This design comes from an exercise in tuning for small area, a short achievable clock period and few clock cycles on the open sky130 flow, not from production work. At most, simulation tests tie the RTL to the original design; equivalence was not proved. Power and IR drop assume default switching activity.

Setup of the previous run:
==> flow/design.v <==
module ALU(
    input wire clk,
    input wire rst_n,
    input wire [7:0] A,
    input wire [7:0] B,
    input wire start,
    input wire [2:0] opcode,
    output wire [15:0] result,
    output wire done
);
    reg [15:0] P;        
    reg        busy;     
    reg        done_r;
    reg [2:0]  cnt;
    wire mul  = opcode[2];
    wire zero = ~(|A) | ~(|B);
    wire ones = (&A) | (&B);
    wire [7:0] X = busy ? P[15:8] : B;
    wire [7:0] Y = A & {8{~busy | P[0]}};
    wire [7:0] g = X & Y, p = X ^ Y;
    wire [8:0] c;
    assign c[0] = 1'b0;
    genvar i;
    generate for (i = 0; i < 8; i = i + 1) begin : rc
        assign c[i+1] = g[i] | (p[i] & c[i]);
    end endgenerate
    wire [8:0] S = {c[8], p ^ c[7:0]};
    always @(posedge clk) begin
        if (busy)
            P <= {S, P[7:1]};
        else if (mul)
            P <= zero ? 16'h0000 :
                 ones ? {S[7:0], ~S[7:0]} :
                        {1'b0, A & {8{B[0]}}, B[7:1]};
        else case (opcode[1:0])
            2'b01:   P <= {7'h00, S};
            2'b10:   P <= {8'h00, X & Y};
            2'b11:   P <= {8'h00, X ^ Y};
            default: P <= 16'h0000;
        endcase
    end
    always @(posedge clk) begin
        if (~rst_n) begin
            busy   <= 1'b0;
            done_r <= 1'b0;
        end else begin
            busy   <= start;
            done_r <= start & (busy ? (mul & (cnt == 3'd6)) : (~mul | zero | ones));
        end
        cnt <= busy ? cnt + 3'd1 : 3'd0;
    end
    assign result = P;
    assign done   = done_r;
endmodule
Settings: LEC_CHECK=0, ABC_AREA=1, CAP_MARGIN=20, CORE_MARGIN=2, CORE_UTILIZATION=40, SETUP_SLACK_MARGIN=2.8, SLEW_MARGIN=20; clock period 5.0 ns.
standard.sh (not shown) runs the stock make flow with config.mk's settings and CLKGATE_MAP_FILE= SYNTH_SCRIPT=/design/flow/synth_recipe.tcl, a recipe that flattens the netlist after the stock synthesis.
==> flow/flow/run.sh <==
#!/bin/bash
# The standard layout, with the port buffers made from small buffers
# (sky130_fd_sc_hd__buf_2) instead of the delay buffers buffer_ports picks.
set -euo pipefail
export BUFFER_PORTS_ARGS="-buffer_cell sky130_fd_sc_hd__buf_2"
export ADDER_MAP_FILE=
bash standard.sh > standard.log 2>&1
[inputs] the current run vs the previous run
--- a/flow/design.v
+++ b/flow/design.v
@@ -15,19 +15,27 @@
     wire mul  = opcode[2];
     wire zero = ~(|A) | ~(|B);
     wire ones = (&A) | (&B);
     wire [7:0] X = busy ? P[15:8] : B;
     wire [7:0] Y = A & {8{~busy | P[0]}};
     wire [7:0] g = X & Y, p = X ^ Y;
-    wire [8:0] c;
-    assign c[0] = 1'b0;
+    wire [7:0] G1, P1, G2, P2, G3;
     genvar i;
-    generate for (i = 0; i < 8; i = i + 1) begin : rc
-        assign c[i+1] = g[i] | (p[i] & c[i]);
+    generate for (i = 0; i < 8; i = i + 1) begin : l1
+        if (i % 2 == 1) begin assign G1[i] = g[i] | (p[i] & g[i-1]); assign P1[i] = p[i] & p[i-1]; end
+        else begin assign G1[i] = g[i]; assign P1[i] = p[i]; end
     end endgenerate
-    wire [8:0] S = {c[8], p ^ c[7:0]};
+    generate for (i = 0; i < 8; i = i + 1) begin : l2
+        if (i % 4 >= 2) begin assign G2[i] = G1[i] | (P1[i] & G1[(i/4)*4+1]); assign P2[i] = P1[i] & P1[(i/4)*4+1]; end
+        else begin assign G2[i] = G1[i]; assign P2[i] = P1[i]; end
+    end endgenerate
+    generate for (i = 0; i < 8; i = i + 1) begin : l3
+        if (i >= 4) begin assign G3[i] = G2[i] | (P2[i] & G2[3]); end
+        else begin assign G3[i] = G2[i]; end
+    end endgenerate
+    wire [8:0] S = {G3[7], p ^ {G3[6:0], 1'b0}};
     always @(posedge clk) begin
         if (busy)
             P <= {S, P[7:1]};
         else if (mul)
             P <= zero ? 16'h0000 :
                  ones ? {S[7:0], ~S[7:0]} :
Notes after the runs:
- When the final numbers for the previous run and the current run were put side by side, the fraction of layout cells with a size suffix above 1 turned out to be greater in the previous run.
- Routed wire in the current run totals more than in the previous run.
- The current run ends up with a multi-input gate share of total cell area that is 3.5 points higher than in the previous run.
- Compared with the previous run, in the current run maximum frequency moved up; number of clock buffers in the layout has remained practically unchanged; filler cell count in the final layout increased 9.
No run of this note included a check of the RTL's function; only the layout flow was run.

## run 1
Another version of the RTL of ALU (not shown whole).
Size: roughly 330 cells after synthesis, roughly 39 I/O pins.
Design ALU, start of the top module:
module ALU(
    input wire clk,
    input wire rst_n,
    input wire [7:0] A,
    input wire [7:0] B,
    input wire start,
    input wire [2:0] opcode,
    output wire [15:0] result,
    output wire done
);
==> module ALU, before the edit <==
module ALU(
    input wire clk,
    input wire rst_n,
    input wire [7:0] A,
    input wire [7:0] B,
    input wire start,
    input wire [2:0] opcode,
    output wire [15:0] result,
    output wire done
);
    reg [15:0] P;        
    reg        busy;     
    reg        done_r;
    reg [2:0]  cnt;
    wire mul  = opcode[2];
    wire zero = ~(|A) | ~(|B);
    wire ones = (&A) | (&B);
    wire ones_nz = ((&A) & (|B)) | ((&B) & (|A));    
    wire [7:0] X = busy ? P[15:8] : B;
    wire [7:0] Y = A & {8{~busy | P[0]}};
    wire [8:0] S = {1'b0, X} + {1'b0, Y};
    always @(posedge clk) begin
        if (busy)
            P <= {S, P[7:1]};
        else if (mul)
            P <= ones_nz ? {S[7:0], ~S[7:0]} :
                           {1'b0, A & {8{B[0]}}, B[7:1] & {7{|A}}};
        else case (opcode[1:0])
            2'b01:   P <= {7'h00, S};
            2'b10:   P <= {8'h00, X & Y};
            2'b11:   P <= {8'h00, X ^ Y};
            default: P <= 16'h0000;
        endcase
    end
    always @(posedge clk) begin
        if (~rst_n) begin
            busy   <= 1'b0;
            done_r <= 1'b0;
        end else begin
            busy   <= start;
            done_r <= start & (busy ? (mul & (cnt == 3'd6)) : (~mul | zero | ones));
        end
        cnt <= busy ? cnt + 3'd1 : 3'd0;
    end
    assign result = P;
    assign done   = done_r;
endmodule
clock: 5.0 ns
lec_check: 0
abc_area: 1
cap_margin: 20
core_margin: 2
core_utilization: 40
setup_slack_margin: 2.8
slew_margin: 20
Scripts as last shown in full above: flow/flow/run.sh
> inputs changed (run 1 -> run 2)
--- a/flow/design.v
+++ b/flow/design.v
@@ -14,18 +14,18 @@
     reg [2:0]  cnt;
     wire mul  = opcode[2];
     wire zero = ~(|A) | ~(|B);
     wire ones = (&A) | (&B);
-    wire ones_nz = ((&A) & (|B)) | ((&B) & (|A));    
     wire [7:0] X = busy ? P[15:8] : B;
     wire [7:0] Y = A & {8{~busy | P[0]}};
     wire [8:0] S = {1'b0, X} + {1'b0, Y};
     always @(posedge clk) begin
         if (busy)
             P <= {S, P[7:1]};
         else if (mul)
-            P <= ones_nz ? {S[7:0], ~S[7:0]} :
-                           {1'b0, A & {8{B[0]}}, B[7:1] & {7{|A}}};
+            P <= zero ? 16'h0000 :
+                 ones ? {S[7:0], ~S[7:0]} :
+                        {1'b0, A & {8{B[0]}}, B[7:1]};
         else case (opcode[1:0])
             2'b01:   P <= {7'h00, S};
             2'b10:   P <= {8'h00, X & Y};
             2'b11:   P <= {8'h00, X ^ Y};
[summary]
- All of run 2 and run 1 finish clean.
- On worst setup slack after placement, run 1 beats run 2.
- Run 2 ends up with lower global-route usage over all layers than run 1 does.
- Of the two values seen for end of the critical path, P[6]$_DFF_P_ was produced by run 1 and P[7]$_DFF_P_ by run 2.
- Taking run 1 as the reference, in run 2 initial detailed-routing violation count now sits lower, fraction of cell area in non-clock buffers now sits lower, met1 layer usage reported by global route now sits lower, average via count per standard cell now sits lower, share of total power consumed by net switching now sits lower.
- Routed wire length: run 2 < run 1
- For source-to-sink clock delay at the later pin of the worst-skew pair, run 1 and run 2 come out practically identical.
- The design area in run 2 was lower than what run 1 gave.
Testbench counts of run 2, summed over its fixed seeds: cycles 16,520.
The RTL of run 1 was laid out without a check of its function.

[port drivers added, routing unchanged]
The results above use ideal ports. As a check the final layouts listed here were re-extracted and re-timed, cells and wires unchanged. Step 1, drivers: a clkbuf_16 drives clk and a buf_2 each remaining input, both assumed. Step 2 also shifts input and output timing later by t, the mid clock arrival at the registers, as if the neighbouring blocks saw the same clock. Slacks: no drivers / after step 1 / after step 2; pairs: no drivers / after step 1.
run	shift t [ns]	setup WS [ns]	hold WS [ns]	worst setup path after step 2	cell pins on the clock port's net
the previous run	0.298	2.611 / 2.586 / 2.288	0.469 / 0.469 / 0.469	input to register	1
the current run	0.293	2.780 / 2.785 / 2.492	0.469 / 0.469 / 0.469	input to register	1
run 1	0.285	2.811 / 2.796 / 2.511	0.462 / 0.462 / 0.462	input to register	1
run 2	0.299	2.875 / 2.878 / 2.578	0.466 / 0.466 / 0.466	input to register	1
After both steps every run listed still meets setup and hold. For the previous run, which loses most, drivers alone change the setup slack by -0.025 ns; drivers and shift together by -0.323 ns.
